This is an optimization exercise on Yosys and OpenROAD, whose aim is small area and a short achievable clock period, not a production implementation. In this exercise RTL edits were held to simulation tests only and were not proved equivalent to the original. No activity file was given, so power comes from the tool's default toggle rates.

==> flow/design.v, too long to show whole: its modules and the start of the top module <==
// module rat_round: 3918 lines
module rat_round #(parameter WIDTH=32) (
        input clk,
        input rst,
        input [WIDTH-1:0] in_num,
        input [WIDTH-1:0] in_den,
        output wire [WIDTH-1:0] out_num,
        output wire [WIDTH-1:0] out_den,
        output wire rdy
    );
  // ...
==> flow/flow/run.sh <==
#!/bin/bash
# Own layout flow: the standard synthesis and layout (standard.sh), except
# that the input and output ports are buffered with buf_2 cells rather than the
# clkdlybuf4s50 delay buffer that buffer_ports picks by itself, and that the
# layout steps after synthesis may not use the delay cells (clkdlybuf, dlygate,
# dlymetal) as ordinary buffers either.  The platform's own don't-use list is
# repeated because a make variable on the command line replaces it.
set -euo pipefail
cd "$(dirname "$(readlink -f "$0")")/.."
bash standard.sh synth > flow_synth.log 2>&1
DU="sky130_fd_sc_hd__probe_p_8 sky130_fd_sc_hd__probec_p_8 sky130_fd_sc_hd__lpflow_bleeder_1 sky130_fd_sc_hd__lpflow_clkbufkapwr_1 sky130_fd_sc_hd__lpflow_clkbufkapwr_16 sky130_fd_sc_hd__lpflow_clkbufkapwr_2 sky130_fd_sc_hd__lpflow_clkbufkapwr_4 sky130_fd_sc_hd__lpflow_clkbufkapwr_8 sky130_fd_sc_hd__lpflow_clkinvkapwr_1 sky130_fd_sc_hd__lpflow_clkinvkapwr_16 sky130_fd_sc_hd__lpflow_clkinvkapwr_2 sky130_fd_sc_hd__lpflow_clkinvkapwr_4 sky130_fd_sc_hd__lpflow_clkinvkapwr_8 sky130_fd_sc_hd__lpflow_decapkapwr_12 sky130_fd_sc_hd__lpflow_decapkapwr_3 sky130_fd_sc_hd__lpflow_decapkapwr_4 sky130_fd_sc_hd__lpflow_decapkapwr_6 sky130_fd_sc_hd__lpflow_decapkapwr_8 sky130_fd_sc_hd__lpflow_inputiso0n_1 sky130_fd_sc_hd__lpflow_inputiso0p_1 sky130_fd_sc_hd__lpflow_inputiso1n_1 sky130_fd_sc_hd__lpflow_inputiso1p_1 sky130_fd_sc_hd__lpflow_inputisolatch_1 sky130_fd_sc_hd__lpflow_isobufsrc_1 sky130_fd_sc_hd__lpflow_isobufsrc_16 sky130_fd_sc_hd__lpflow_isobufsrc_2 sky130_fd_sc_hd__lpflow_isobufsrc_4 sky130_fd_sc_hd__lpflow_isobufsrc_8 sky130_fd_sc_hd__lpflow_isobufsrckapwr_16 sky130_fd_sc_hd__lpflow_lsbuf_lh_hl_isowell_tap_1 sky130_fd_sc_hd__lpflow_lsbuf_lh_hl_isowell_tap_2 sky130_fd_sc_hd__lpflow_lsbuf_lh_hl_isowell_tap_4 sky130_fd_sc_hd__lpflow_lsbuf_lh_isowell_4 sky130_fd_sc_hd__lpflow_lsbuf_lh_isowell_tap_1 sky130_fd_sc_hd__lpflow_lsbuf_lh_isowell_tap_2 sky130_fd_sc_hd__lpflow_lsbuf_lh_isowell_tap_4"
DLY="sky130_fd_sc_hd__clkdlybuf4s15_1 sky130_fd_sc_hd__clkdlybuf4s15_2 sky130_fd_sc_hd__clkdlybuf4s18_1 sky130_fd_sc_hd__clkdlybuf4s18_2 sky130_fd_sc_hd__clkdlybuf4s25_1 sky130_fd_sc_hd__clkdlybuf4s25_2 sky130_fd_sc_hd__clkdlybuf4s50_1 sky130_fd_sc_hd__clkdlybuf4s50_2 sky130_fd_sc_hd__dlygate4sd1_1 sky130_fd_sc_hd__dlygate4sd2_1 sky130_fd_sc_hd__dlygate4sd3_1 sky130_fd_sc_hd__dlymetal6s2s_1 sky130_fd_sc_hd__dlymetal6s4s_1 sky130_fd_sc_hd__dlymetal6s6s_1"
bash standard.sh "BUFFER_PORTS_ARGS=-buffer_cell sky130_fd_sc_hd__buf_2" \
  "DONT_USE_CELLS=$DU $DLY" \
  finish > flow_layout.log 2>&1
==> flow/standard.sh <==
#!/bin/bash
# synth_recipe.tcl (not shown) runs the flow's synth.tcl, then flattens the netlist and writes it again
# the make line also repeats each setting of config.mk as NAME=value (left out here)
make -C /OpenROAD-flow-scripts/flow DESIGN_CONFIG=/design/flow/config.mk WORK_HOME=/design/flow/orfs CLKGATE_MAP_FILE= SYNTH_SCRIPT=/design/flow/synth_recipe.tcl "${@:-finish}"
==> flow/config.mk <==
export PLATFORM = sky130hd
export DESIGN_NAME = rat_round
export DESIGN_NICKNAME = rat_round
export VERILOG_FILES = /design/flow/design.v
export SDC_FILE = /design/flow/constraint.sdc
export NUM_CORES = 4
export LEC_CHECK = 0
export ABC_AREA = 1
export CAP_MARGIN = 20
export CORE_MARGIN = 2
export CORE_UTILIZATION = 60
export CTS_BUF_LIST = sky130_fd_sc_hd__clkbuf_4 sky130_fd_sc_hd__clkbuf_8
export GPL_ROUTABILITY_DRIVEN = 0
export PLACE_DENSITY = 0.85
export SLEW_MARGIN = 80
==> flow/constraint.sdc <==
create_clock -name core_clock -period 72.0 [get_ports {clk}]
set_input_delay 14.4000 -clock core_clock [delete_from_list [all_inputs] [get_ports {clk}]]
set_output_delay 14.4000 -clock core_clock [all_outputs]
set_load 0.01 [all_outputs]
==> impl_summary.txt, run 1 <==
----------------------------------------------------
[Run status]
  Run status ... finished clean

[Power]
  Static leakage ... 21.8 nW
  Power share of the clock group ... 13.2%
  Cell area power density ... 30.4 mW/mm^2
  Power in the clock group ... 0.163 mW
  Pint ... 0.604 mW
  Flop pwr share ... 14.7%

[Synth]
  Parity-gate share of the synthesized area counting xor and xnor cells ... 7.93%
  Proportion of synthesized chip area in sequential cells ... 13.7%

[Clock network]
  TritonCTS buffer count ... 47
  Clock input transition at the sequential cells of the worst setup and hold paths ... 0.07 ns
  Number of setup buffers added after CTS ... 0

[Die]
  Die width ... 251 um

[Drt]
  Met3 WL post-DR ... 9.10 mm
  Routed length on met2 ... 49.7 mm
  WL met1 ... 42.8 mm

[Setup path]
  Endpoint of the worst setup timing path ... c_p[4]
  Setup crit end kind ... flip-flop
  Data arrival time of the critical path ... 27.02 ns
  Largest stage delay, worst path ... 0.50 ns

[Finish]
  Non-Filler Cell Area, Final ... 0.0407 sq mm
  Finished Core Util ... 67.4%
  Final-layout clock-cell area share ... 2.68%
  Number of multi-input combinational cells ... 4433

[Placement]
  Placed instance area ... 0.0391 sq mm
  Cell Count Post-Placement ... 6462

[STA]
  Sum of negative setup slack ... 0 ns
  Final worst-path cycle share ... 36.7%
  Worst hold slack ... 0.325 ns
  Setup skew after layout ... 0.0221 ns

[Global routing]
  Wire length of the first global-routing pass ... 172 mm
  GR Overflow Total ... 0

[Hold path]
  Hold Path End ... c_n[0]

----------------------------------------------------
==> run 2: changes to the inputs <==
--- a/flow/design.v
+++ b/flow/design.v
@@ -1175,55 +1175,66 @@
     assign p14[11] = q14 ? (r14_e11 ~^ r14g_545) : x14[11];
     assign p14[12] = q14 ? (r14_e12 ~^ r14g_547) : x14[12];
     assign p14[13] = q14 ? (r14_e13 ~^ r14g_549) : x14[13];
     assign p14[14] = q14 ? (r14_e14 ~^ r14g_551) : x14[14];
     assign p14[15] = q14 ? (r14_e15 ~^ r14g_553) : x14[15];
     assign p14[16] = q14 ? (r14_e16 ~^ r14g_555) : x14[16];
     assign p14[17] = q14 ? (r14_e17 ~^ r14g_557) : x14[17];
     wire [31:14] qq14 = {qq15, q14};
-    wire [18:0] x13 = {p14, a_nx[13]};
-    wire r13_g0 = ~x13[0] & a_d[0];
-    wire r13_e0 = ~(x13[0] ^ a_d[0]);
-    wire r13_g1 = ~x13[1] & a_d[1];
-    wire r13_e1 = ~(x13[1] ^ a_d[1]);
-    wire r13_g2 = ~x13[2] & a_d[2];
-    wire r13_e2 = ~(x13[2] ^ a_d[2]);
-    wire r13_g3 = ~x13[3] & a_d[3];
-    wire r13_e3 = ~(x13[3] ^ a_d[3]);
-    wire r13_g4 = ~x13[4] & a_d[4];
-    wire r13_e4 = ~(x13[4] ^ a_d[4]);
-    wire r13_g5 = ~x13[5] & a_d[5];
-    wire r13_e5 = ~(x13[5] ^ a_d[5]);
-    wire r13_g6 = ~x13[6] & a_d[6];
-    wire r13_e6 = ~(x13[6] ^ a_d[6]);
-    wire r13_g7 = ~x13[7] & a_d[7];
-    wire r13_e7 = ~(x13[7] ^ a_d[7]);
-    wire r13_g8 = ~x13[8] & a_d[8];
-    wire r13_e8 = ~(x13[8] ^ a_d[8]);
-    wire r13_g9 = ~x13[9] & a_d[9];
-    wire r13_e9 = ~(x13[9] ^ a_d[9]);
-    wire r13_g10 = ~x13[10] & a_d[10];
-    wire r13_e10 = ~(x13[10] ^ a_d[10]);
-    wire r13_g11 = ~x13[11] & a_d[11];
-    wire r13_e11 = ~(x13[11] ^ a_d[11]);
-    wire r13_g12 = ~x13[12] & a_d[12];
-    wire r13_e12 = ~(x13[12] ^ a_d[12]);
-    wire r13_g13 = ~x13[13] & a_d[13];
-    wire r13_e13 = ~(x13[13] ^ a_d[13]);
-    wire r13_g14 = ~x13[14] & a_d[14];
-    wire r13_e14 = ~(x13[14] ^ a_d[14]);
-    wire r13_g15 = ~x13[15] & a_d[15];
-    wire r13_e15 = ~(x13[15] ^ a_d[15]);
-    wire r13_g16 = ~x13[16] & a_d[16];
-    wire r13_e16 = ~(x13[16] ^ a_d[16]);
-    wire r13_g17 = ~x13[17] & a_d[17];
-    wire r13_e17 = ~(x13[17] ^ a_d[17]);
-    wire r13_g18 = ~x13[18] & a_d[18];
-    wire r13_e18 = ~(x13[18] ^ a_d[18]);
+    reg [17:0] b_p;
+    reg [31:14] b_q;
+    reg [13:0] b_n;
+    reg [31:0] b_d;
+    always @(posedge clk) begin
+        b_p <= p14;
+        b_q <= qq14;
+        b_n <= a_nx[13:0];
+        b_d <= a_d;
+    end
+    wire [31:0] b_nx = {18'b0, b_n};
+    wire [18:0] x13 = {b_p, b_nx[13]};
+    wire r13_g0 = ~x13[0] & b_d[0];
+    wire r13_e0 = ~(x13[0] ^ b_d[0]);
+    wire r13_g1 = ~x13[1] & b_d[1];
+    wire r13_e1 = ~(x13[1] ^ b_d[1]);
+    wire r13_g2 = ~x13[2] & b_d[2];
+    wire r13_e2 = ~(x13[2] ^ b_d[2]);
+    wire r13_g3 = ~x13[3] & b_d[3];
+    wire r13_e3 = ~(x13[3] ^ b_d[3]);
+    wire r13_g4 = ~x13[4] & b_d[4];
+    wire r13_e4 = ~(x13[4] ^ b_d[4]);
+    wire r13_g5 = ~x13[5] & b_d[5];
+    wire r13_e5 = ~(x13[5] ^ b_d[5]);
+    wire r13_g6 = ~x13[6] & b_d[6];
+    wire r13_e6 = ~(x13[6] ^ b_d[6]);
+    wire r13_g7 = ~x13[7] & b_d[7];
+    wire r13_e7 = ~(x13[7] ^ b_d[7]);
+    wire r13_g8 = ~x13[8] & b_d[8];
+    wire r13_e8 = ~(x13[8] ^ b_d[8]);
+    wire r13_g9 = ~x13[9] & b_d[9];
+    wire r13_e9 = ~(x13[9] ^ b_d[9]);
+    wire r13_g10 = ~x13[10] & b_d[10];
+    wire r13_e10 = ~(x13[10] ^ b_d[10]);
+    wire r13_g11 = ~x13[11] & b_d[11];
+    wire r13_e11 = ~(x13[11] ^ b_d[11]);
+    wire r13_g12 = ~x13[12] & b_d[12];
+    wire r13_e12 = ~(x13[12] ^ b_d[12]);
+    wire r13_g13 = ~x13[13] & b_d[13];
+    wire r13_e13 = ~(x13[13] ^ b_d[13]);
+    wire r13_g14 = ~x13[14] & b_d[14];
+    wire r13_e14 = ~(x13[14] ^ b_d[14]);
+    wire r13_g15 = ~x13[15] & b_d[15];
+    wire r13_e15 = ~(x13[15] ^ b_d[15]);
+    wire r13_g16 = ~x13[16] & b_d[16];
+    wire r13_e16 = ~(x13[16] ^ b_d[16]);
+    wire r13_g17 = ~x13[17] & b_d[17];
+    wire r13_e17 = ~(x13[17] ^ b_d[17]);
+    wire r13_g18 = ~x13[18] & b_d[18];
+    wire r13_e18 = ~(x13[18] ^ b_d[18]);
     wire r13g_561 = r13_g1 | (r13_e1 & r13_g0);
     wire r13p_562 = r13_e1 & r13_e0;
     wire r13g_563 = r13_g3 | (r13_e3 & r13_g2);
     wire r13p_564 = r13_e3 & r13_e2;
     wire r13g_565 = r13_g5 | (r13_e5 & r13_g4);
     wire r13p_566 = r13_e5 & r13_e4;
     wire r13g_567 = r13_g7 | (r13_e7 & r13_g6);
     wire r13p_568 = r13_e7 & r13_e6;
@@ -1288,17 +1299,17 @@
     wire r13g_627 = r13g_611 | (r13p_612 & r13g_603);
     wire r13p_628 = r13p_612 & r13p_604;
     wire r13g_629 = r13_g16 | (r13_e16 & r13g_627);
     wire r13p_630 = r13_e16 & r13p_628;
     wire r13g_631 = r13g_577 | (r13p_578 & r13g_627);
     wire r13p_632 = r13p_578 & r13p_628;
     wire r13g_633 = r13g_595 | (r13p_596 & r13g_627);
     wire r13p_634 = r13p_596 & r13p_628;
-    wire q13 = ~r13g_633 & ~|a_d[31:19];
+    wire q13 = ~r13g_633 & ~|b_d[31:19];
     wire [18:0] p13;
     assign p13[0] = q13 ? (r13_e0 ~^ 1'b0) : x13[0];
     assign p13[1] = q13 ? (r13_e1 ~^ r13_g0) : x13[1];
     assign p13[2] = q13 ? (r13_e2 ~^ r13g_561) : x13[2];
     assign p13[3] = q13 ? (r13_e3 ~^ r13g_579) : x13[3];
     assign p13[4] = q13 ? (r13_e4 ~^ r13g_581) : x13[4];
     assign p13[5] = q13 ? (r13_e5 ~^ r13g_597) : x13[5];
     assign p13[6] = q13 ? (r13_e6 ~^ r13g_599) : x13[6];
@@ -1309,29 +1320,18 @@
     assign p13[11] = q13 ? (r13_e11 ~^ r13g_617) : x13[11];
     assign p13[12] = q13 ? (r13_e12 ~^ r13g_619) : x13[12];
     assign p13[13] = q13 ? (r13_e13 ~^ r13g_621) : x13[13];
     assign p13[14] = q13 ? (r13_e14 ~^ r13g_623) : x13[14];
     assign p13[15] = q13 ? (r13_e15 ~^ r13g_625) : x13[15];
     assign p13[16] = q13 ? (r13_e16 ~^ r13g_627) : x13[16];
     assign p13[17] = q13 ? (r13_e17 ~^ r13g_629) : x13[17];
     assign p13[18] = q13 ? (r13_e18 ~^ r13g_631) : x13[18];
-    wire [31:13] qq13 = {qq14, q13};
-    reg [18:0] b_p;
-    reg [31:13] b_q;
-    reg [12:0] b_n;
-    reg [31:0] b_d;
-    always @(posedge clk) begin
-        b_p <= p13;
-        b_q <= qq13;
-        b_n <= a_nx[12:0];
-        b_d <= a_d;
-    end
-    wire [31:0] b_nx = {19'b0, b_n};
-    wire [19:0] x12 = {b_p, b_nx[12]};
+    wire [31:13] qq13 = {b_q, q13};
+    wire [19:0] x12 = {p13, b_nx[12]};
     wire r12_g0 = ~x12[0] & b_d[0];
     wire r12_e0 = ~(x12[0] ^ b_d[0]);
     wire r12_g1 = ~x12[1] & b_d[1];
     wire r12_e1 = ~(x12[1] ^ b_d[1]);
     wire r12_g2 = ~x12[2] & b_d[2];
     wire r12_e2 = ~(x12[2] ^ b_d[2]);
     wire r12_g3 = ~x12[3] & b_d[3];
     wire r12_e3 = ~(x12[3] ^ b_d[3]);
@@ -1464,17 +1464,17 @@
     assign p12[12] = q12 ? (r12_e12 ~^ r12g_697) : x12[12];
     assign p12[13] = q12 ? (r12_e13 ~^ r12g_699) : x12[13];
     assign p12[14] = q12 ? (r12_e14 ~^ r12g_701) : x12[14];
     assign p12[15] = q12 ? (r12_e15 ~^ r12g_703) : x12[15];
     assign p12[16] = q12 ? (r12_e16 ~^ r12g_705) : x12[16];
     assign p12[17] = q12 ? (r12_e17 ~^ r12g_707) : x12[17];
     assign p12[18] = q12 ? (r12_e18 ~^ r12g_709) : x12[18];
     assign p12[19] = q12 ? (r12_e19 ~^ r12g_711) : x12[19];
-    wire [31:12] qq12 = {b_q, q12};
+    wire [31:12] qq12 = {qq13, q12};
     wire [20:0] x11 = {p12, b_nx[11]};
     wire r11_g0 = ~x11[0] & b_d[0];
     wire r11_e0 = ~(x11[0] ^ b_d[0]);
     wire r11_g1 = ~x11[1] & b_d[1];
     wire r11_e1 = ~(x11[1] ^ b_d[1]);
     wire r11_g2 = ~x11[2] & b_d[2];
     wire r11_e2 = ~(x11[2] ^ b_d[2]);
     wire r11_g3 = ~x11[3] & b_d[3];
@@ -3154,77 +3154,88 @@
     assign p3[22] = q3 ? (r3_e22 ~^ r3g_1677) : x3[22];
     assign p3[23] = q3 ? (r3_e23 ~^ r3g_1679) : x3[23];
     assign p3[24] = q3 ? (r3_e24 ~^ r3g_1681) : x3[24];
     assign p3[25] = q3 ? (r3_e25 ~^ r3g_1683) : x3[25];
     assign p3[26] = q3 ? (r3_e26 ~^ r3g_1685) : x3[26];
     assign p3[27] = q3 ? (r3_e27 ~^ r3g_1687) : x3[27];
     assign p3[28] = q3 ? (r3_e28 ~^ r3g_1689) : x3[28];
     wire [31:3] qq3 = {qq4, q3};
-    wire [29:0] x2 = {p3, b_nx[2]};
-    wire r2_g0 = ~x2[0] & b_d[0];
-    wire r2_e0 = ~(x2[0] ^ b_d[0]);
-    wire r2_g1 = ~x2[1] & b_d[1];
-    wire r2_e1 = ~(x2[1] ^ b_d[1]);
-    wire r2_g2 = ~x2[2] & b_d[2];
-    wire r2_e2 = ~(x2[2] ^ b_d[2]);
-    wire r2_g3 = ~x2[3] & b_d[3];
-    wire r2_e3 = ~(x2[3] ^ b_d[3]);
-    wire r2_g4 = ~x2[4] & b_d[4];
-    wire r2_e4 = ~(x2[4] ^ b_d[4]);
-    wire r2_g5 = ~x2[5] & b_d[5];
-    wire r2_e5 = ~(x2[5] ^ b_d[5]);
-    wire r2_g6 = ~x2[6] & b_d[6];
-    wire r2_e6 = ~(x2[6] ^ b_d[6]);
-    wire r2_g7 = ~x2[7] & b_d[7];
-    wire r2_e7 = ~(x2[7] ^ b_d[7]);
-    wire r2_g8 = ~x2[8] & b_d[8];
-    wire r2_e8 = ~(x2[8] ^ b_d[8]);
-    wire r2_g9 = ~x2[9] & b_d[9];
-    wire r2_e9 = ~(x2[9] ^ b_d[9]);
-    wire r2_g10 = ~x2[10] & b_d[10];
-    wire r2_e10 = ~(x2[10] ^ b_d[10]);
-    wire r2_g11 = ~x2[11] & b_d[11];
-    wire r2_e11 = ~(x2[11] ^ b_d[11]);
-    wire r2_g12 = ~x2[12] & b_d[12];
-    wire r2_e12 = ~(x2[12] ^ b_d[12]);
-    wire r2_g13 = ~x2[13] & b_d[13];
-    wire r2_e13 = ~(x2[13] ^ b_d[13]);
-    wire r2_g14 = ~x2[14] & b_d[14];
-    wire r2_e14 = ~(x2[14] ^ b_d[14]);
-    wire r2_g15 = ~x2[15] & b_d[15];
-    wire r2_e15 = ~(x2[15] ^ b_d[15]);
-    wire r2_g16 = ~x2[16] & b_d[16];
-    wire r2_e16 = ~(x2[16] ^ b_d[16]);
-    wire r2_g17 = ~x2[17] & b_d[17];
-    wire r2_e17 = ~(x2[17] ^ b_d[17]);
-    wire r2_g18 = ~x2[18] & b_d[18];
-    wire r2_e18 = ~(x2[18] ^ b_d[18]);
-    wire r2_g19 = ~x2[19] & b_d[19];
-    wire r2_e19 = ~(x2[19] ^ b_d[19]);
-    wire r2_g20 = ~x2[20] & b_d[20];
-    wire r2_e20 = ~(x2[20] ^ b_d[20]);
-    wire r2_g21 = ~x2[21] & b_d[21];
-    wire r2_e21 = ~(x2[21] ^ b_d[21]);
-    wire r2_g22 = ~x2[22] & b_d[22];
-    wire r2_e22 = ~(x2[22] ^ b_d[22]);
-    wire r2_g23 = ~x2[23] & b_d[23];
-    wire r2_e23 = ~(x2[23] ^ b_d[23]);
-    wire r2_g24 = ~x2[24] & b_d[24];
-    wire r2_e24 = ~(x2[24] ^ b_d[24]);
-    wire r2_g25 = ~x2[25] & b_d[25];
-    wire r2_e25 = ~(x2[25] ^ b_d[25]);
-    wire r2_g26 = ~x2[26] & b_d[26];
-    wire r2_e26 = ~(x2[26] ^ b_d[26]);
-    wire r2_g27 = ~x2[27] & b_d[27];
-    wire r2_e27 = ~(x2[27] ^ b_d[27]);
-    wire r2_g28 = ~x2[28] & b_d[28];
-    wire r2_e28 = ~(x2[28] ^ b_d[28]);
-    wire r2_g29 = ~x2[29] & b_d[29];
-    wire r2_e29 = ~(x2[29] ^ b_d[29]);
+    reg [28:0] c_p;
+    reg [31:3] c_q;
+    reg [2:0] c_n;
+    reg [31:0] c_d;
+    always @(posedge clk) begin
+        c_p <= p3;
+        c_q <= qq3;
+        c_n <= b_nx[2:0];
+        c_d <= b_d;
+    end
+    wire [31:0] c_nx = {29'b0, c_n};
+    wire [29:0] x2 = {c_p, c_nx[2]};
+    wire r2_g0 = ~x2[0] & c_d[0];
+    wire r2_e0 = ~(x2[0] ^ c_d[0]);
+    wire r2_g1 = ~x2[1] & c_d[1];
+    wire r2_e1 = ~(x2[1] ^ c_d[1]);
+    wire r2_g2 = ~x2[2] & c_d[2];
+    wire r2_e2 = ~(x2[2] ^ c_d[2]);
+    wire r2_g3 = ~x2[3] & c_d[3];
+    wire r2_e3 = ~(x2[3] ^ c_d[3]);
+    wire r2_g4 = ~x2[4] & c_d[4];
+    wire r2_e4 = ~(x2[4] ^ c_d[4]);
+    wire r2_g5 = ~x2[5] & c_d[5];
+    wire r2_e5 = ~(x2[5] ^ c_d[5]);
+    wire r2_g6 = ~x2[6] & c_d[6];
+    wire r2_e6 = ~(x2[6] ^ c_d[6]);
+    wire r2_g7 = ~x2[7] & c_d[7];
+    wire r2_e7 = ~(x2[7] ^ c_d[7]);
+    wire r2_g8 = ~x2[8] & c_d[8];
+    wire r2_e8 = ~(x2[8] ^ c_d[8]);
+    wire r2_g9 = ~x2[9] & c_d[9];
+    wire r2_e9 = ~(x2[9] ^ c_d[9]);
+    wire r2_g10 = ~x2[10] & c_d[10];
+    wire r2_e10 = ~(x2[10] ^ c_d[10]);
+    wire r2_g11 = ~x2[11] & c_d[11];
+    wire r2_e11 = ~(x2[11] ^ c_d[11]);
+    wire r2_g12 = ~x2[12] & c_d[12];
+    wire r2_e12 = ~(x2[12] ^ c_d[12]);
+    wire r2_g13 = ~x2[13] & c_d[13];
+    wire r2_e13 = ~(x2[13] ^ c_d[13]);
+    wire r2_g14 = ~x2[14] & c_d[14];
+    wire r2_e14 = ~(x2[14] ^ c_d[14]);
+    wire r2_g15 = ~x2[15] & c_d[15];
+    wire r2_e15 = ~(x2[15] ^ c_d[15]);
+    wire r2_g16 = ~x2[16] & c_d[16];
+    wire r2_e16 = ~(x2[16] ^ c_d[16]);
+    wire r2_g17 = ~x2[17] & c_d[17];
+    wire r2_e17 = ~(x2[17] ^ c_d[17]);
+    wire r2_g18 = ~x2[18] & c_d[18];
+    wire r2_e18 = ~(x2[18] ^ c_d[18]);
+    wire r2_g19 = ~x2[19] & c_d[19];
+    wire r2_e19 = ~(x2[19] ^ c_d[19]);
+    wire r2_g20 = ~x2[20] & c_d[20];
+    wire r2_e20 = ~(x2[20] ^ c_d[20]);
+    wire r2_g21 = ~x2[21] & c_d[21];
+    wire r2_e21 = ~(x2[21] ^ c_d[21]);
+    wire r2_g22 = ~x2[22] & c_d[22];
+    wire r2_e22 = ~(x2[22] ^ c_d[22]);
+    wire r2_g23 = ~x2[23] & c_d[23];
+    wire r2_e23 = ~(x2[23] ^ c_d[23]);
+    wire r2_g24 = ~x2[24] & c_d[24];
+    wire r2_e24 = ~(x2[24] ^ c_d[24]);
+    wire r2_g25 = ~x2[25] & c_d[25];
+    wire r2_e25 = ~(x2[25] ^ c_d[25]);
+    wire r2_g26 = ~x2[26] & c_d[26];
+    wire r2_e26 = ~(x2[26] ^ c_d[26]);
+    wire r2_g27 = ~x2[27] & c_d[27];
+    wire r2_e27 = ~(x2[27] ^ c_d[27]);
+    wire r2_g28 = ~x2[28] & c_d[28];
+    wire r2_e28 = ~(x2[28] ^ c_d[28]);
+    wire r2_g29 = ~x2[29] & c_d[29];
+    wire r2_e29 = ~(x2[29] ^ c_d[29]);
     wire r2g_1693 = r2_g1 | (r2_e1 & r2_g0);
     wire r2p_1694 = r2_e1 & r2_e0;
     wire r2g_1695 = r2_g3 | (r2_e3 & r2_g2);
     wire r2p_1696 = r2_e3 & r2_e2;
     wire r2g_1697 = r2_g5 | (r2_e5 & r2_g4);
     wire r2p_1698 = r2_e5 & r2_e4;
     wire r2g_1699 = r2_g7 | (r2_e7 & r2_g6);
     wire r2p_1700 = r2_e7 & r2_e6;
@@ -3357,17 +3368,17 @@
     wire r2g_1827 = r2g_1799 | (r2p_1800 & r2g_1793);
     wire r2p_1828 = r2p_1800 & r2p_1794;
     wire r2g_1829 = r2g_1801 | (r2p_1802 & r2g_1793);
     wire r2p_1830 = r2p_1802 & r2p_1794;
     wire r2g_1831 = r2g_1803 | (r2p_1804 & r2g_1793);
     wire r2p_1832 = r2p_1804 & r2p_1794;
     wire r2g_1833 = r2g_1805 | (r2p_1806 & r2g_1793);
     wire r2p_1834 = r2p_1806 & r2p_1794;
-    wire q2 = ~r2g_1833 & ~|b_d[31:30];
+    wire q2 = ~r2g_1833 & ~|c_d[31:30];
     wire [29:0] p2;
     assign p2[0] = q2 ? (r2_e0 ~^ 1'b0) : x2[0];
     assign p2[1] = q2 ? (r2_e1 ~^ r2_g0) : x2[1];
     assign p2[2] = q2 ? (r2_e2 ~^ r2g_1693) : x2[2];
     assign p2[3] = q2 ? (r2_e3 ~^ r2g_1723) : x2[3];
     assign p2[4] = q2 ? (r2_e4 ~^ r2g_1725) : x2[4];
     assign p2[5] = q2 ? (r2_e5 ~^ r2g_1751) : x2[5];
     assign p2[6] = q2 ? (r2_e6 ~^ r2g_1753) : x2[6];
@@ -3389,29 +3400,18 @@
     assign p2[22] = q2 ? (r2_e22 ~^ r2g_1817) : x2[22];
     assign p2[23] = q2 ? (r2_e23 ~^ r2g_1819) : x2[23];
     assign p2[24] = q2 ? (r2_e24 ~^ r2g_1821) : x2[24];
     assign p2[25] = q2 ? (r2_e25 ~^ r2g_1823) : x2[25];
     assign p2[26] = q2 ? (r2_e26 ~^ r2g_1825) : x2[26];
     assign p2[27] = q2 ? (r2_e27 ~^ r2g_1827) : x2[27];
     assign p2[28] = q2 ? (r2_e28 ~^ r2g_1829) : x2[28];
     assign p2[29] = q2 ? (r2_e29 ~^ r2g_1831) : x2[29];
-    wire [31:2] qq2 = {qq3, q2};
-    reg [29:0] c_p;
-    reg [31:2] c_q;
-    reg [1:0] c_n;
-    reg [31:0] c_d;
-    always @(posedge clk) begin
-        c_p <= p2;
-        c_q <= qq2;
-        c_n <= b_nx[1:0];
-        c_d <= b_d;
-    end
-    wire [31:0] c_nx = {30'b0, c_n};
-    wire [30:0] x1 = {c_p, c_nx[1]};
+    wire [31:2] qq2 = {c_q, q2};
+    wire [30:0] x1 = {p2, c_nx[1]};
     wire r1_g0 = ~x1[0] & c_d[0];
     wire r1_e0 = ~(x1[0] ^ c_d[0]);
     wire r1_g1 = ~x1[1] & c_d[1];
     wire r1_e1 = ~(x1[1] ^ c_d[1]);
     wire r1_g2 = ~x1[2] & c_d[2];
     wire r1_e2 = ~(x1[2] ^ c_d[2]);
     wire r1_g3 = ~x1[3] & c_d[3];
     wire r1_e3 = ~(x1[3] ^ c_d[3]);
@@ -3647,17 +3647,17 @@
     assign p1[23] = q1 ? (r1_e23 ~^ r1g_1967) : x1[23];
     assign p1[24] = q1 ? (r1_e24 ~^ r1g_1969) : x1[24];
     assign p1[25] = q1 ? (r1_e25 ~^ r1g_1971) : x1[25];
     assign p1[26] = q1 ? (r1_e26 ~^ r1g_1973) : x1[26];
     assign p1[27] = q1 ? (r1_e27 ~^ r1g_1975) : x1[27];
     assign p1[28] = q1 ? (r1_e28 ~^ r1g_1977) : x1[28];
     assign p1[29] = q1 ? (r1_e29 ~^ r1g_1979) : x1[29];
     assign p1[30] = q1 ? (r1_e30 ~^ r1g_1981) : x1[30];
-    wire [31:1] qq1 = {c_q, q1};
+    wire [31:1] qq1 = {qq2, q1};
     wire [31:0] x0 = {p1, c_nx[0]};
     wire r0_g0 = ~x0[0] & c_d[0];
     wire r0_e0 = ~(x0[0] ^ c_d[0]);
     wire r0_g1 = ~x0[1] & c_d[1];
     wire r0_e1 = ~(x0[1] ^ c_d[1]);
     wire r0_g2 = ~x0[2] & c_d[2];
     wire r0_e2 = ~(x0[2] ^ c_d[2]);
     wire r0_g3 = ~x0[3] & c_d[3];
@@ -3909,10 +3909,17 @@
     assign p0[26] = q0 ? (r0_e26 ~^ r0g_2131) : x0[26];
     assign p0[27] = q0 ? (r0_e27 ~^ r0g_2133) : x0[27];
     assign p0[28] = q0 ? (r0_e28 ~^ r0g_2135) : x0[28];
     assign p0[29] = q0 ? (r0_e29 ~^ r0g_2137) : x0[29];
     assign p0[30] = q0 ? (r0_e30 ~^ r0g_2139) : x0[30];
     assign p0[31] = q0 ? (r0_e31 ~^ r0g_2141) : x0[31];
     wire [31:0] qq0 = {qq1, q0};
     wire rnd = {p0, 1'b1} >= {1'b0, c_d};
-    assign out_num = qq0 + rnd;
+    wire [31:0] qa = qq0;
+    wire [32:0] ones;
+    assign ones[0] = 1'b1;
+    genvar gi;
+    generate for (gi = 0; gi < 32; gi = gi + 1) begin : inc
+        assign ones[gi+1] = ones[gi] & qa[gi];
+        assign out_num[gi] = qa[gi] ^ (rnd & ones[gi]);
+    end endgenerate
 endmodule
==> flow/flow/run.sh (replaced) <==
#!/bin/bash
# Own layout flow: the standard synthesis and layout (standard.sh), except
# that the input and output ports are buffered with buf_2 cells rather than the
# clkdlybuf4s50 delay buffer that buffer_ports picks by itself.
set -euo pipefail
cd "$(dirname "$(readlink -f "$0")")/.."
bash standard.sh synth > flow_synth.log 2>&1
bash standard.sh "BUFFER_PORTS_ARGS=-buffer_cell sky130_fd_sc_hd__buf_2" finish > flow_layout.log 2>&1
==> flow/config.mk (replaced) <==
export PLATFORM = sky130hd
export DESIGN_NAME = rat_round
export DESIGN_NICKNAME = rat_round
export VERILOG_FILES = /design/flow/design.v
export SDC_FILE = /design/flow/constraint.sdc
export NUM_CORES = 4
export LEC_CHECK = 0
export ABC_AREA = 1
export CAP_MARGIN = 20
export CORE_MARGIN = 2
export CORE_UTILIZATION = 60
export CTS_BUF_LIST = sky130_fd_sc_hd__clkbuf_16
export CTS_CLUSTER_DIAMETER = 80
export CTS_CLUSTER_SIZE = 16
export GPL_ROUTABILITY_DRIVEN = 0
export PLACE_DENSITY = 0.85
export SLEW_MARGIN = 80
==> run 2 against run 1 <==
Sequential power fell by 4%. Still clean. Largest power group unchanged. Area after synthesis rose by 0.20%. Highest routed layer is now met4. Fmax grew 2.6%.
==> impl_summary.txt, run 2 <==
----------------------------------------------------
[Synth]
  Primary flip-flop cell chosen by synthesis mapping ... dfxtp_1 (unchanged)
  Most frequent cell after synthesis ... nand2_1 (unchanged)
  Cell count after synthesis ... 5583 (was 5555)
  Share of Yosys cell area claimed by the top area cell type ... 18.0% (was 18.1%)
  Number of flops mapped to enable cells by yosys ... 0 (unchanged)
  Total of flip-flops plus latches after synthesis ... 249 (was 251)
  Post-Synthesis Cell Area ... 0.0366 sq mm (about the same)
  Number of warnings reported in the yosys synthesis log ... 1 (unchanged)
  Post-synth cell types ... 67 (was 66)
  Most frequent cells after synthesis ... nand2_1, inv_1, nand3_1 (unchanged)
  Dominant cell type by area after synthesis ... ha_1 (unchanged)
  Fraction of registers with async set or reset after synthesis ... 0% (unchanged)
  Post-synthesis area per instance ... 6.56 sq um (was 6.58 sq um)
  Proportion of synthesized chip area in sequential cells ... 13.6% (was 13.7%)
  Cell types occupying the most area after synthesis ... ha_1, nand2_1, dfxtp_1, nand3_1, inv_1 (unchanged)

[Drt]
  Detailed-route wire length ... 99.2 mm (was 108 mm)
  Final routed DRC violation total ... 0 (unchanged)
  Per-cell routed wire length ... 15.3 um (was 16.5 um)
  Iter 0 DRT Violations ... 2500 (was 3408)
  Vias ... 36500 (was 37600)
  Average vias per placed instance ... 5.64 (was 5.74)
  Residual antenna-violating net count after detailed routing ... 0 (unchanged)
  First drt pass iteration count ... 6 (was 7)

[Die]
  Initial standard-cell utilization of the core ... 60.7% (was 60.6%)
  Die height ... 251 um (about the same)
  Die Footprint ... 0.0631 sq mm (was 0.0629 sq mm)
  Number of top-level pins ... 131 (unchanged)
  Core Footprint ... 0.0604 sq mm (unchanged)
  Die width ... 251 um (about the same)
  Placement row count ... 90 (unchanged)

[Setup path]
  Master of the slowest instance on the critical path ... fa_1 (was dfxtp_2)
  Worst reg-to-reg setup slack ... 47.61 ns (was 45.56 ns)
  Setup crit end kind ... flip-flop (unchanged)
  Largest stage delay, worst path ... 0.46 ns (was 0.50 ns)
  Required time of the worst setup path ... 72.42 ns (was 72.58 ns)
  Data arrival time of the critical path ... 26.19 ns (was 27.02 ns)
  Kind of cell with the highest combined delay on the critical path ... simple AND/OR/NAND/NOR gates (unchanged)
  Cell repeated most along the worst path ... nand2_1 (unchanged)
  Crit Path Category ... primary input to flip-flop (was flip-flop to flip-flop)
  Count of buffering cells on the critical path with inverters included ... 9 (was 32)
  Crit path max fanout ... 9 (was 34)
  Startpoint kind of the worst setup timing path ... primary input (was flip-flop)

[STA]
  Setup repair after global routing missed its margin ... no (unchanged)
  Final critical-path setup slack ... 46.22 ns (was 45.56 ns)
  Setup violations, final ... 0 (unchanged)
  Count of pins over their slew limit ... 0 (unchanged)
  Fmax ... 38.8 MHz (was 37.8 MHz)
  Sum of negative setup slack ... 0 ns (unchanged)
  Final hold vios ... 0 (unchanged)
  Final worst-path cycle share ... 35.8% (was 36.7%)
  Minimum period implied by the final worst setup slack ... 25.78 ns (was 26.44 ns)
  Worst hold slack ... 0.320 ns (was 0.325 ns)
  Setup skew after layout ... 0.0146 ns (was 0.0221 ns)

[Finish]
  Leading registers by flop count ... a_d: 32 flops, b_d: 32 flops, c_d: 32 flops (unchanged)
  Area growth syn-to-layout ... 9.19% (was 11.3%)
  Finished Core Util ... 66.3% (was 67.4%)
  Leading cell types in the layout, fill and taps excluded ... nand2_1, inv_1, nand3_1, ha_1, a21oi_1 (was nand2_1, inv_1, nand3_1, ha_1, nor2_1)
  Proportion of layout cells with a drive suffix above 1 ... 10.1% (was 11.4%)
  Final cell count without fillers ... 6481 (was 6557)
  Number of filler cells placed in the layout ... 5166 (was 4942)
  Most common cell after layout, fill and taps aside ... nand2_1 (unchanged)
  Final-stage net count ... 6403 (was 6458)

[Power]
  Static leakage ... 21.5 nW (was 21.8 nW)
  Pint ... 0.621 mW (was 0.604 mW)
  Net load switching power ... 0.707 mW (was 0.633 mW)
  Flop pwr share ... 13.1% (was 14.7%)
  Combinational fraction of design power ... 79.1% (was 72.1%)
  Cell area power density ... 33.2 mW/mm^2 (was 30.4 mW/mm^2)
  Max VDD drop ... 0.0267 mV (was 0.0272 mV)
  Share of total power consumed by net switching ... 53.2% (was 51.2%)
  Power share of the clock group ... 7.8% (was 13.2%)

[Clock network]
  Root buf cell ... clkbuf_16 (was clkbuf_8)
  TritonCTS clock tree ... done (unchanged)
  Clock insertion delay at the later pin of the skew report ... 0.53 ns (was 0.65 ns)
  Number of setup buffers added after CTS ... 0 (unchanged)
  Clock sink total ... 249 (was 251)
  H-tree Lvls ... 1 (was 2)
  Clock input transition at the sequential cells of the worst setup and hold paths ... 0.07 ns (about the same)
  TritonCTS buffer count ... 20 (was 47)
  Hold bufs inserted after CTS ... 0 (unchanged)
  Number of gates given a new drive strength after cts ... 0 (unchanged)
  Deepest clock path buffer count ... 3 (unchanged)

[Global routing]
  GR Overflow Total ... 0 (unchanged)
  Initial antenna violation count ... 7 (was 3)
  Number of global-route vias before repair ... 35900 (was 35500)
  Maximum number of pins on one net before global-route repair ... 51 (was 55)
  Wire length of the first global-routing pass ... 165 mm (was 172 mm)
  Global-route usage over all layers ... 31.1% (was 33.3%)

[Hold path]
  Worst min-delay path category ... flip-flop to flip-flop (unchanged)

[Placement]
  Cell Count Post-Placement ... 6437 (was 6462)
  Post-detail-place hpwl ... 83.7 mm (was 87.9 mm)
  Pre-CTS setup slack ... 45.80 ns (was 45.68 ns)
  Total of buffers placed on input and output ports ... 98 (unchanged)

[Job]
  Number of max-cap violations ... 0 (unchanged)

[Run status]
  Run status ... finished clean (unchanged)

----------------------------------------------------
==> run 2: kinds of logic (layout without fill, tap and decap cells) <==
| kind of cell | after synthesis | after routing | share of synthesized area [%] |
|---|---|---|---|
| muxes | 4 | 4 | 0.109 |
| other | 2 | 37 | 0.0205 |
| DFF | 249 | 249 | 13.6 |
| and+or+nand+nor | 2751 | 2751 | 33.3 |
| buffers and inverters | 935 | 1016 | 10.2 |
| adders and majority gates | 655 | 655 | 25.0 |
| xor gates and xnor gates | 309 | 309 | 7.39 |
| AOI/OAI and AO/OA | 678 | 678 | 10.4 |
==> run 2: routing by layer <==
metal / global-route usage (%) / wire, um
met5: 0 / 0
met4: 15.2 / 5050
met3: 4.13 / 6380
met2: 57.4 / 48400
met1: 35.1 / 39400
==> run 2: per-stage QoR <==
stage / instance area, sq um / power [mW]
6_report: 40000 / 1.33
2_1_floorplan: 36700 / 0.963
5_1_grt: 40000 / 1.49
3_5_place_dp: 39000 / 1.20
4_1_cts: 39600 / 1.31
3_3_place_gp: 37700 / 1.14
==> run 2: area by class of cell <==
cell class | instances | area [sq um] | share of cell area (%)
multi-input cells | 4429 | 29100 | 72.8
diodes | 5 | 12.5 | 0.0313
clock buffers | 21 | 526 | 1.31
flip-flops and latches | 249 | 5090 | 12.7
repair buffers | 170 | 1110 | 2.78
clock inverters | 13 | 58.8 | 0.147
inverters | 812 | 3120 | 7.79
well taps | 782 | 978 | 2.45
==> run 2: path summary, 6_finish.rpt <==
check,startpoint,to,depth (start not counted)
hold / removal,a_n[11],b_n[11],0
hold reg to reg,a_n[11],b_n[11],0
setup / recovery,in_num[0],a_p[3],70
setup reg to reg,b_d[0],c_p[8],162
==> run 2: power groups by stage <==
stage               registers [mW]  logic [mW]  clock network, mW
finish                       0.174        1.05              0.104
global route                 0.176        1.20              0.110
floorplan                    0.171       0.792                  0
global placement             0.177       0.961                  0
CTS                          0.174        1.03              0.106
detailed placement           0.177        1.03                  0
==> run 3: changes to the inputs <==
--- a/flow/config.mk
+++ b/flow/config.mk
@@ -9,9 +9,9 @@
 export CAP_MARGIN = 20
 export CORE_MARGIN = 2
-export CORE_UTILIZATION = 60
+export CORE_UTILIZATION = 70
 export CTS_BUF_LIST = sky130_fd_sc_hd__clkbuf_16
 export CTS_CLUSTER_DIAMETER = 80
 export CTS_CLUSTER_SIZE = 16
 export GPL_ROUTABILITY_DRIVEN = 0
-export PLACE_DENSITY = 0.85
+export PLACE_DENSITY = 0.9
 export SLEW_MARGIN = 80
==> run 3 against run 2 <==
Still clean on timing, DRC and antenna. Fmax shrank 1.9%. Sequential cell count is the same. Clock power grew 19%. Area after synthesis is the same. Sequential share of layout area grew 0.067 points. Clock skew grew 0.023 ns. Core utilization grew 11 points. Power grew 3.3%. Via count grew 4.2%. Worst hold slack gained 0.0080 ns. Combinational power is essentially flat. Largest power group unchanged.
==> impl_summary.txt, run 3 <==
----------------------------------------------------
[Synth]
  Post-synth cell types ... 67 (unchanged)
  Number of warnings reported in the yosys synthesis log ... 1 (unchanged)
  Cell count after synthesis ... 5583 (unchanged)
  Primary flip-flop cell chosen by synthesis mapping ... dfxtp_1 (unchanged)
  Most frequent cells after synthesis ... nand2_1, inv_1, nand3_1 (unchanged)
  Post-synthesis area per instance ... 6.56 sq um (unchanged)
  Share of Yosys cell area claimed by the top area cell type ... 18.0% (unchanged)
  Fraction of registers with async set or reset after synthesis ... 0% (unchanged)
  Number of flops mapped to enable cells by yosys ... 0 (unchanged)
  Total of flip-flops plus latches after synthesis ... 249 (unchanged)
  Most frequent cell after synthesis ... nand2_1 (unchanged)
  Post-Synthesis Cell Area ... 0.0366 sq mm (unchanged)
  Proportion of synthesized chip area in sequential cells ... 13.6% (unchanged)
  Dominant cell type by area after synthesis ... ha_1 (unchanged)
  Cell types occupying the most area after synthesis ... ha_1, nand2_1, dfxtp_1, nand3_1, inv_1 (unchanged)

[Global routing]
  Number of global-route vias before repair ... 37500 (was 35900)
  Initial antenna violation count ... 6 (was 7)
  Global-route usage over all layers ... 38.6% (was 31.1%)
  Wire length of the first global-routing pass ... 172 mm (was 165 mm)
  Maximum number of pins on one net before global-route repair ... 45 (was 51)
  GR Overflow Total ... 0 (unchanged)

[Clock network]
  TritonCTS clock tree ... done (unchanged)
  TritonCTS buffer count ... 23 (was 20)
  Clock sink total ... 249 (unchanged)
  Number of gates given a new drive strength after cts ... 0 (unchanged)
  Root buf cell ... clkbuf_16 (unchanged)
  H-tree Lvls ... 1 (unchanged)
  Clock insertion delay at the later pin of the skew report ... 0.58 ns (was 0.53 ns)
  Clock input transition at the sequential cells of the worst setup and hold paths ... 0.07 ns (about the same)
  Deepest clock path buffer count ... 3 (unchanged)
  Number of setup buffers added after CTS ... 0 (unchanged)
  Hold bufs inserted after CTS ... 0 (unchanged)

[Drt]
  Average vias per placed instance ... 5.96 (was 5.64)
  Final routed DRC violation total ... 0 (unchanged)
  Vias ... 38100 (was 36500)
  Detailed-route wire length ... 107 mm (was 99.2 mm)
  Iter 0 DRT Violations ... 2510 (was 2500)
  Per-cell routed wire length ... 16.7 um (was 15.3 um)
  First drt pass iteration count ... 6 (unchanged)
  Residual antenna-violating net count after detailed routing ... 0 (unchanged)

[Finish]
  Leading registers by flop count ... a_d: 32 flops, b_d: 32 flops, c_d: 32 flops (unchanged)
  Proportion of layout cells with a drive suffix above 1 ... 10.3% (was 10.1%)
  Final cell count without fillers ... 6393 (was 6481)
  Final-stage net count ... 6412 (was 6403)
  Most common cell after layout, fill and taps aside ... nand2_1 (unchanged)
  Number of filler cells placed in the layout ... 3763 (was 5166)
  Area growth syn-to-layout ... 9.23% (was 9.19%)
  Leading cell types in the layout, fill and taps excluded ... nand2_1, inv_1, nand3_1, ha_1, a21oi_1 (unchanged)

[STA]
  Minimum period implied by the final worst setup slack ... 26.27 ns (was 25.78 ns)
  Final hold vios ... 0 (unchanged)
  Setup repair after global routing missed its margin ... no (unchanged)
  Final worst-path cycle share ... 36.5% (was 35.8%)
  Count of pins over their slew limit ... 0 (unchanged)
  Fmax ... 38.1 MHz (was 38.8 MHz)
  Sum of negative setup slack ... 0 ns (unchanged)
  Setup violations, final ... 0 (unchanged)
  Setup skew after layout ... 0.0374 ns (was 0.0146 ns)

[Setup path]
  Worst R2R Path Depth ... 174 (was 162)
  Master of the slowest instance on the critical path ... fa_1 (unchanged)
  Endpoint of the worst-slack reg-to-reg timing path ... b_p[15] (was c_p[8])
  Origin of the worst setup path ... in_num[0] (unchanged)
  Largest stage delay, worst path ... 0.44 ns (was 0.46 ns)
  Crit path max fanout ... 9 (unchanged)
  Endpoint of the worst setup timing path ... a_p[2] (was a_p[3])
  Setup crit end kind ... flip-flop (unchanged)
  Launching point of the worst reg2reg path ... a_d[31] (was b_d[0])
  Startpoint kind of the worst setup timing path ... primary input (unchanged)
  Worst reg-to-reg setup slack ... 47.23 ns (was 47.61 ns)
  Crit Path Category ... primary input to flip-flop (unchanged)
  Data arrival time of the critical path ... 26.71 ns (was 26.19 ns)
  Cell repeated most along the worst path ... nand2_1 (unchanged)
  Required time of the worst setup path ... 72.44 ns (was 72.42 ns)

[Placement]
  Post-detail-place hpwl ... 86.8 mm (was 83.7 mm)
  Cell Count Post-Placement ... 6339 (was 6437)
  Total of buffers placed on input and output ports ... 98 (unchanged)

[Job]
  Number of max-cap violations ... 0 (unchanged)

[Die]
  Die width ... 233 um (was 251 um)
  Die Footprint ... 0.0542 sq mm (was 0.0631 sq mm)
  Initial standard-cell utilization of the core ... 71.1% (was 60.7%)
  Placement row count ... 83 (was 90)
  Number of top-level pins ... 131 (unchanged)
  Die height ... 233 um (was 251 um)
  Core Footprint ... 0.0515 sq mm (was 0.0604 sq mm)

[Power]
  Max VDD drop ... 0.0446 mV (was 0.0267 mV)
  Static leakage ... 21.6 nW (was 21.5 nW)
  Cell area power density ... 34.3 mW/mm^2 (was 33.2 mW/mm^2)

[Hold path]
  Worst min-delay path category ... flip-flop to flip-flop (unchanged)

[Run status]
  Run status ... finished clean (unchanged)

----------------------------------------------------
## run 3: cell types whose count changed in the layout (fill, tap and decap cells not counted), moves of 4 or more
cell,delta
nor2_2,-5
o21ai_2,+9
xor2_1,+7
nand2_2,+4
buf_4,-5
buf_1,+7
dfxtp_1,-7
dfxtp_4,+8
xor2_2,-4
o21ai_1,-9
inv_2,+5
a21oi_2,-4
inv_1,-5
## run 3: kinds of logic (layout without fill, tap and decap cells)
family / Yosys count / after routing / synth area share, %
buffers and inverters: 935 / 1029 / 10.2
XOR/XNOR: 309 / 309 / 7.39
flip-flops: 249 / 249 / 13.6
AND/OR/NAND/NOR: 2751 / 2751 / 33.3
AO/OA/AOI/OAI: 678 / 678 / 10.4
multiplexers: 4 / 4 / 0.109
adder cells (fa/ha/maj): 655 / 655 / 25.0
other: 2 / 38 / 0.0205
## run 3: critical path, delay by kind of cell
kind / cells / cell delay, ns
buffers and inverters: 8 / 1.10
xor gates and xnor gates: 1 / 0.25
adders and majority gates: 9 / 2.92
AOI/OAI and AO/OA: 11 / 2.13
and+or+nand+nor: 42 / 5.84
## run 3: layout make-up
| class | count | area, sq um | area share [%] |
|---|---|---|---|
| timing repair buffer | 176 | 1130 | 2.84 |
| tap | 680 | 851 | 2.13 |
| antenna | 6 | 15.0 | 0.0375 |
| multi-input combinational | 4429 | 29100 | 72.6 |
| clock inverter | 18 | 150 | 0.375 |
| sequential | 249 | 5120 | 12.8 |
| inverter | 812 | 3120 | 7.79 |
| clock buffer | 23 | 576 | 1.44 |
## run 3: stage by stage
step	util [%]	hold slack [ns]	worst slack [ns]	cell area, sq um	power [mW]
after floorplan	-	0.310	47.51	36700	0.963
after global placement	72.9	0.311	44.09	37600	1.14
after detailed placement	75.4	0.312	45.66	38800	1.21
after CTS	76.8	0.328	46.16	39600	1.34
after global routing	77.7	0.332	44.82	40000	1.52
final	77.7	0.328	45.73	40000	1.37
## run 3: worst min-delay path by stage
stage	startpoint	end	slack, ns	cells after the start
6_report	b_q[25]	c_q[25]	0.33	0
5_1_grt	a_n[9]	b_n[9]	0.33	0
4_1_cts	b_q[25]	c_q[25]	0.33	0
3_5_place_dp	b_q[25]	c_q[25]	0.31	0
3_3_place_gp	b_q[27]	c_q[27]	0.31	0
2_1_floorplan	a_n[0]	b_n[0]	0.31	0
## run 3: layer usage
layer | vias up | share of wire [%] | track usage (%)
met4 | 0 | 8.6 | 29.9
met1 | 17400 | 36 | 39.8
li1 | 18300 | - | -
met3 | 622 | 7.5 | 6.94
met5 | - | 0 | 0
met2 | 1667 | 48 | 69.3
## run 3: power by group
| group | switching [mW] | total [mW] | leakage, nW | internal [mW] |
|---|---|---|---|---|
| sequential | 0.0227 | 0.178 | 2.09 | 0.155 |
| combinational | 0.652 | 1.07 | 19.1 | 0.418 |
| clock | 0.0604 | 0.124 | 0.383 | 0.0634 |
==> run 4: changes to the inputs <==
--- a/flow/config.mk
+++ b/flow/config.mk
@@ -9,9 +9,9 @@
 export CAP_MARGIN = 20
 export CORE_MARGIN = 2
-export CORE_UTILIZATION = 70
+export CORE_UTILIZATION = 60
 export CTS_BUF_LIST = sky130_fd_sc_hd__clkbuf_16
-export CTS_CLUSTER_DIAMETER = 80
-export CTS_CLUSTER_SIZE = 16
+export CTS_CLUSTER_DIAMETER = 100
+export CTS_CLUSTER_SIZE = 22
 export GPL_ROUTABILITY_DRIVEN = 0
-export PLACE_DENSITY = 0.9
+export PLACE_DENSITY = 0.85
 export SLEW_MARGIN = 80
==> run 4 against run 3 <==
Critical path depth fell by 1. Register-to-register slack improved by 0.29 ns. Largest cell class unchanged. Fmax rose by 2.1%. Sequential power fell by 2%. Non-clock buffer count fell by 6. Global-route usage fell by 7.6 points. Final cell count rose by 1.3%.
==> impl_summary.txt, run 4 <==
----------------------------------------------------
[Run status]
  Run status ... finished clean (unchanged)

[STA]
  Setup repair after global routing missed its margin ... no (unchanged)
  Setup violations, final ... 0 (unchanged)
  Count of pins over their slew limit ... 0 (unchanged)
  Fmax ... 38.9 MHz (was 38.1 MHz)
  Final worst-path cycle share ... 35.7% (was 36.5%)
  Final critical-path setup slack ... 46.27 ns (was 45.73 ns)
  Minimum period implied by the final worst setup slack ... 25.73 ns (was 26.27 ns)
  Final hold vios ... 0 (unchanged)
  Setup skew after layout ... 0.0242 ns (was 0.0374 ns)
  Sum of negative setup slack ... 0 ns (unchanged)

[Power]
  Cell area power density ... 33.1 mW/mm^2 (was 34.3 mW/mm^2)
  Max VDD drop ... 0.0267 mV (was 0.0446 mV)
  Static leakage ... 21.4 nW (was 21.6 nW)

[Setup path]
  Launching point of the worst reg2reg path ... b_d[0] (was a_d[31])
  Data arrival time of the critical path ... 26.15 ns (was 26.71 ns)
  Crit path max fanout ... 9 (unchanged)
  Largest stage delay, worst path ... 0.46 ns (was 0.44 ns)
  Setup crit end kind ... flip-flop (unchanged)
  Required time of the worst setup path ... 72.42 ns (was 72.44 ns)
  Worst reg-to-reg setup slack ... 47.52 ns (was 47.23 ns)
  Crit Path Category ... primary input to flip-flop (unchanged)
  Worst R2R Path Depth ... 162 (was 174)
  Master of the slowest instance on the critical path ... fa_1 (unchanged)
  Cell repeated most along the worst path ... nand2_1 (unchanged)
  Endpoint of the worst-slack reg-to-reg timing path ... c_p[8] (was b_p[15])
  Startpoint kind of the worst setup timing path ... primary input (unchanged)

[Die]
  Die height ... 251 um (was 233 um)
  Die Footprint ... 0.0631 sq mm (was 0.0542 sq mm)
  Core Footprint ... 0.0604 sq mm (was 0.0515 sq mm)
  Die width ... 251 um (was 233 um)
  Placement row count ... 90 (was 83)
  Number of top-level pins ... 131 (unchanged)
  Initial standard-cell utilization of the core ... 60.7% (was 71.1%)

[Synth]
  Cell count after synthesis ... 5583 (unchanged)
  Proportion of synthesized chip area in sequential cells ... 13.6% (unchanged)
  Post-Synthesis Cell Area ... 0.0366 sq mm (unchanged)
  Share of Yosys cell area claimed by the top area cell type ... 18.0% (unchanged)
  Most frequent cell after synthesis ... nand2_1 (unchanged)
  Total of flip-flops plus latches after synthesis ... 249 (unchanged)
  Primary flip-flop cell chosen by synthesis mapping ... dfxtp_1 (unchanged)
  Post-synth cell types ... 67 (unchanged)
  Cell types occupying the most area after synthesis ... ha_1, nand2_1, dfxtp_1, nand3_1, inv_1 (unchanged)
  Fraction of registers with async set or reset after synthesis ... 0% (unchanged)
  Number of warnings reported in the yosys synthesis log ... 1 (unchanged)
  Most frequent cells after synthesis ... nand2_1, inv_1, nand3_1 (unchanged)
  Dominant cell type by area after synthesis ... ha_1 (unchanged)
  Post-synthesis area per instance ... 6.56 sq um (unchanged)
  Number of flops mapped to enable cells by yosys ... 0 (unchanged)

[Global routing]
  Number of global-route vias before repair ... 35800 (was 37500)
  Maximum number of pins on one net before global-route repair ... 51 (was 45)
  Global-route usage over all layers ... 31.1% (was 38.6%)
  GR Overflow Total ... 0 (unchanged)
  Wire length of the first global-routing pass ... 164 mm (was 172 mm)
  Initial antenna violation count ... 9 (was 6)

[Drt]
  Vias ... 36500 (was 38100)
  Average vias per placed instance ... 5.65 (was 5.96)
  Final routed DRC violation total ... 0 (unchanged)
  Iter 0 DRT Violations ... 2403 (was 2510)
  First drt pass iteration count ... 6 (unchanged)
  Detailed-route wire length ... 98.9 mm (was 107 mm)
  Per-cell routed wire length ... 15.3 um (was 16.7 um)
  Residual antenna-violating net count after detailed routing ... 0 (unchanged)

[Hold path]
  Hold Path End ... b_n[2] (was c_q[25])
  Worst min-delay path startpoint ... a_n[2] (was b_q[25])
  Number of cells on the worst hold path ... 0 (unchanged)
  Worst min-delay path category ... flip-flop to flip-flop (unchanged)

[Finish]
  Most common cell after layout, fill and taps aside ... nand2_1 (unchanged)
  Final-stage net count ... 6399 (was 6412)
  Area taken by multi-input logic gates ... 0.0291 sq mm (about the same)
  Leading cell types in the layout, fill and taps excluded ... nand2_1, inv_1, nand3_1, ha_1, a21oi_1 (unchanged)
  Final cell count without fillers ... 6473 (was 6393)
  Sequential cell area in the final layout ... 0.00509 sq mm (was 0.00512 sq mm)
  Proportion of layout cells with a drive suffix above 1 ... 10.0% (was 10.3%)
  Leading registers by flop count ... a_d: 32 flops, b_d: 32 flops, c_d: 32 flops (unchanged)
  Number of filler cells placed in the layout ... 5176 (was 3763)
  Area growth syn-to-layout ... 8.89% (was 9.23%)

[Clock network]
  Number of gates given a new drive strength after cts ... 0 (unchanged)
  TritonCTS clock tree ... done (unchanged)
  TritonCTS buffer count ... 16 (was 23)
  Clock insertion delay at the later pin of the skew report ... 0.53 ns (was 0.58 ns)
  Deepest clock path buffer count ... 3 (unchanged)
  Hold bufs inserted after CTS ... 0 (unchanged)
  Root buf cell ... clkbuf_16 (unchanged)
  Clock sink total ... 249 (unchanged)
  Number of setup buffers added after CTS ... 0 (unchanged)
  Clock input transition at the sequential cells of the worst setup and hold paths ... 0.09 ns (was 0.07 ns)
  H-tree Lvls ... 1 (unchanged)

[Placement]
  Total of buffers placed on input and output ports ... 98 (unchanged)
  Cell Count Post-Placement ... 6437 (was 6339)
  Post-detail-place hpwl ... 83.7 mm (was 86.8 mm)
  Pre-CTS setup slack ... 45.80 ns (was 45.66 ns)

[Job]
  Number of max-cap violations ... 0 (unchanged)

----------------------------------------------------
-- run 4: area by class of cell --
class	instances	share of cell area, %
Clock inverter	9	0.157
Multi-Input combinational cell	4429	72.9
Timing Repair Buffer	170	2.79
Antenna cell	5	0.0314
Clock buffer	17	1.07
Sequential cell	249	12.8
Inverter	812	7.81
Tap cell	782	2.45
-- run 4: worst max path at each step --
stage / end / start / cells past startpoint / slack [ns]
final: a_p[3] / in_num[0] / 70 / 46.27
after global routing: c_p[27] / b_d[0] / 165 / 45.28
after detailed placement: a_p[3] / in_num[0] / 70 / 45.80
after floorplan: a_p[3] / in_num[2] / 70 / 47.51
after global placement: b_p[5] / a_d[0] / 159 / 44.57
after CTS: a_p[5] / in_num[0] / 71 / 46.26
-- run 4: layer usage --
metal | GRT usage (%) | part of all wire [%] | vias to the layer above
li1 | - | - | 18300
met4 | 14.9 | 4.9 | 0
met5 | 0 | 0 | -
met3 | 3.78 | 6.4 | 354
met1 | 35.3 | 40 | 16700
met2 | 57.4 | 49 | 1163
-- run 4: logic make-up (layout without fill, tap and decap cells) --
kind of cell    Yosys count  count (layout)  share of synthesized area, %
compound gates          678             678                          10.4
xor+xnor                309             309                          7.39
fa+ha+maj               655             655                          25.0
buf+inv                 935            1008                          10.2
flops                   249             249                          13.6
mux                       4               4                         0.109
other cells               2              37                        0.0205
simple gates           2751            2751                          33.3
-- run 4: stage by stage --
step / hold WS, ns / power [mW] / cell area, sq um / util [%]
floorplan: 0.310 / 0.963 / 36700 / -
global placement: 0.310 / 1.14 / 37700 / 62.5
detailed placement: 0.312 / 1.20 / 39000 / 64.6
CTS: 0.332 / 1.30 / 39500 / 65.4
global route: 0.336 / 1.48 / 39900 / 66.1
finish: 0.333 / 1.32 / 39900 / 66.1
-- run 4: worst max-delay path: cells and delay by family --
| kind | cells | cell delay (ns) |
|---|---|---|
| buffers and inverters | 9 | 1.27 |
| AOI/OAI and AO/OA | 9 | 1.79 |
| adders and majority gates | 9 | 3.10 |
| xor gates and xnor gates | 1 | 0.16 |
| and+or+nand+nor | 42 | 5.45 |
-- run 4: report_power, final --
group	total, mW	switching (mW)	internal (mW)
clock network	0.0952	0.0511	0.0441
registers	0.174	0.0188	0.155
logic	1.05	0.637	0.413
==> run 5: changes to the inputs <==
--- a/flow/config.mk
+++ b/flow/config.mk
@@ -15,3 +15,3 @@
 export GPL_ROUTABILITY_DRIVEN = 0
 export PLACE_DENSITY = 0.85
-export SLEW_MARGIN = 80
+export SLEW_MARGIN = 70
==> run 5 against run 4 <==
Non-clock buffer count decreased by 39. Wire length decreased by 1.4%. Clock skew decreased by 0.0031 ns. First-iteration DRC count decreased by 1.9%. Sequential cell count unchanged. Largest cell class unchanged. Largest power group unchanged.
==> impl_summary.txt, run 5 <==
----------------------------------------------------
[Drt]
  Iter 0 DRT Violations ... 2357 (was 2403)
  Final routed DRC violation total ... 0 (unchanged)
  Vias ... 36100 (was 36500)
  Residual antenna-violating net count after detailed routing ... 0 (unchanged)
  Per-cell routed wire length ... 15.2 um (was 15.3 um)
  First drt pass iteration count ... 6 (unchanged)
  Average vias per placed instance ... 5.61 (was 5.65)

[Finish]
  Area taken by multi-input logic gates ... 0.0283 sq mm (was 0.0291 sq mm)
  Finished Core Util ... 64.0% (was 66.1%)
  Proportion of layout cells with a drive suffix above 1 ... 7.28% (was 10.0%)
  Leading cell types in the layout, fill and taps excluded ... nand2_1, inv_1, nand3_1, ha_1, a21oi_1 (unchanged)
  Area growth syn-to-layout ... 5.49% (was 8.89%)
  Most common cell after layout, fill and taps aside ... nand2_1 (unchanged)
  Sequential cell area in the final layout ... 0.00503 sq mm (was 0.00509 sq mm)
  Final-stage net count ... 6360 (was 6399)

[Setup path]
  Master of the slowest instance on the critical path ... fa_1 (unchanged)
  Worst reg-to-reg setup slack ... 46.06 ns (was 47.52 ns)
  Cell repeated most along the worst path ... nand2_1 (unchanged)
  Startpoint kind of the worst setup timing path ... primary input (unchanged)
  Data arrival time of the critical path ... 26.44 ns (was 26.15 ns)
  Setup crit end kind ... flip-flop (unchanged)
  Required time of the worst setup path ... 72.42 ns (about the same)
  Crit Path Category ... primary input to flip-flop (unchanged)

[Synth]
  Primary flip-flop cell chosen by synthesis mapping ... dfxtp_1 (unchanged)
  Complex-gate fraction of the synthesized area ... 10.4% (unchanged)
  Proportion of synthesized chip area in sequential cells ... 13.6% (unchanged)
  Cell types occupying the most area after synthesis ... ha_1, nand2_1, dfxtp_1, nand3_1, inv_1 (unchanged)
  Cell count after synthesis ... 5583 (unchanged)
  Post-Synthesis Cell Area ... 0.0366 sq mm (unchanged)
  Share of Yosys cell area claimed by the top area cell type ... 18.0% (unchanged)
  Most frequent cell after synthesis ... nand2_1 (unchanged)
  Fraction of registers with async set or reset after synthesis ... 0% (unchanged)
  Adder-cell share of the synthesized area ... 25.0% (unchanged)
  Largest family of logic cells by synthesized area ... simple AND/OR/NAND/NOR gates (unchanged)
  Most frequent cells after synthesis ... nand2_1, inv_1, nand3_1 (unchanged)
  Total of flip-flops plus latches after synthesis ... 249 (unchanged)
  Multiplexer share of the synthesized area ... 0.109% (unchanged)

[Clock network]
  TritonCTS buffer count ... 16 (unchanged)
  Deepest clock path buffer count ... 3 (unchanged)
  TritonCTS clock tree ... done (unchanged)
  Clock sink total ... 249 (unchanged)
  Hold bufs inserted after CTS ... 0 (unchanged)
  Root buf cell ... clkbuf_16 (unchanged)
  Clock insertion delay at the later pin of the skew report ... 0.53 ns (about the same)
  H-tree Lvls ... 1 (unchanged)

[STA]
  Fmax ... 38.4 MHz (was 38.9 MHz)
  Worst hold slack ... 0.325 ns (was 0.333 ns)
  Count of pins over their slew limit ... 0 (unchanged)
  Setup skew after layout ... 0.0212 ns (was 0.0242 ns)
  Final hold vios ... 0 (unchanged)
  Setup repair after global routing missed its margin ... no (unchanged)
  Setup violations, final ... 0 (unchanged)

[Global routing]
  Number of global-route vias before repair ... 34900 (was 35800)
  Wire length of the first global-routing pass ... 161 mm (was 164 mm)
  GR Overflow Total ... 0 (unchanged)
  Maximum number of pins on one net before global-route repair ... 54 (was 51)

[Die]
  Initial standard-cell utilization of the core ... 60.7% (unchanged)
  Die width ... 251 um (unchanged)
  Core Footprint ... 0.0604 sq mm (unchanged)
  Die Footprint ... 0.0631 sq mm (unchanged)
  Die height ... 251 um (unchanged)

[Placement]
  Post-detail-place hpwl ... 82.3 mm (was 83.7 mm)
  Total of buffers placed on input and output ports ... 98 (unchanged)

[Power]
  Max VDD drop ... 0.0429 mV (was 0.0267 mV)
  Static leakage ... 21.0 nW (was 21.4 nW)
  Total power of the final layout ... 1.28 mW (was 1.32 mW)
  Power share of the clock group ... 7.4% (was 7.2%)
  Net load switching power ... 0.688 mW (was 0.707 mW)
  Flop pwr share ... 13.6% (was 13.2%)
  Share of total power consumed by net switching ... 53.6% (about the same)

[Run status]
  Run status ... finished clean (unchanged)

----------------------------------------------------
-- run 5: final timing paths --
kind / endpoint / from / cells past startpoint
setup / recovery: a_p[3] / in_num[0] / 70
hold / removal: b_n[10] / a_n[10] / 0
setup reg to reg: c_p[26] / b_d[1] / 167
hold reg to reg: b_n[10] / a_n[10] / 0
-- run 5: metal layers --
layer	vias to the layer above	global-route usage [%]	wire length [um]
met2	1129	56.3	47500
met1	16500	35.6	39200
li1	18200	-	-
met5	-	0	0
met4	0	13.0	4210
met3	280	3.62	6640
-- run 5: cell families after synthesis --
| kind of cell | after synthesis |
|---|---|
| AOI/OAI and AO/OA | 678 |
| other | 2 |
| and+or+nand+nor | 2751 |
| xor gates and xnor gates | 309 |
| muxes | 4 |
| adders and majority gates | 655 |
| DFF | 249 |
| buffers and inverters | 935 |
-- run 5: worst max-delay path, delay by kind of cell --
family	cells	cell delay, ns
simple gates	42	5.54
fa+ha+maj	9	3.08
compound gates	9	1.98
buf+inv	9	1.25
xor+xnor	1	0.17
-- run 5: power groups by stage --
stage          clock network (mW)  registers, mW  logic [mW]
2_1_floorplan                   0          0.171       0.792
3_3_place_gp                    0          0.177       0.961
3_5_place_dp                    0          0.177        1.00
4_1_cts                    0.0962          0.174        1.01
5_1_grt                     0.100          0.177        1.17
6_report                   0.0944          0.175        1.02
-- run 5: final cells by class --
type | instances | share of cell area [%]
antenna | 5 | 0.0324
clock buffer | 17 | 1.10
clock inverter | 7 | 0.149
inverter | 812 | 7.92
multi-input combinational | 4429 | 73.3
sequential | 249 | 13.0
tap | 782 | 2.53
timing repair buffer | 131 | 1.96
-- run 5: through the flow --
stage	std cells	setup slack, ns	cell area [sq um]
global placement	6395	44.57	37700
CTS	6425	46.03	38500
finish	6432	45.98	38600
detailed placement	6401	45.56	38000
global route	6432	43.27	38600
floorplan	5613	47.51	36700

[re-timing with driven ports]
The flow's constraints put no driver on any port. The routed layouts listed below were extracted and timed again, unchanged, in two steps. Step 1: set_driving_cell puts a clkbuf_16 on clk and a buf_2 on each other input, an assumption about the parent block. Step 2, shift: input delay + t, output delay - t, t = (earliest + latest rising clock arrival at the registers) / 2. This alone moves slack from input paths to output paths. Three values: no drivers, after step 1, after step 2; two values: the first two.
| run | t (ns) | slack for setup (ns) |
|---|---|---|
| run 1 | 0.702 | 45.562 / 45.562 / 45.248 |
| run 2 | 0.583 | 46.225 / 46.262 / 45.679 |
| run 3 | 0.625 | 45.729 / 45.745 / 45.120 |
| run 4 | 0.577 | 46.267 / 46.309 / 45.732 |
| run 5 | 0.575 | 45.983 / 46.022 / 45.447 |
After both steps setup and hold are still met in every run listed.
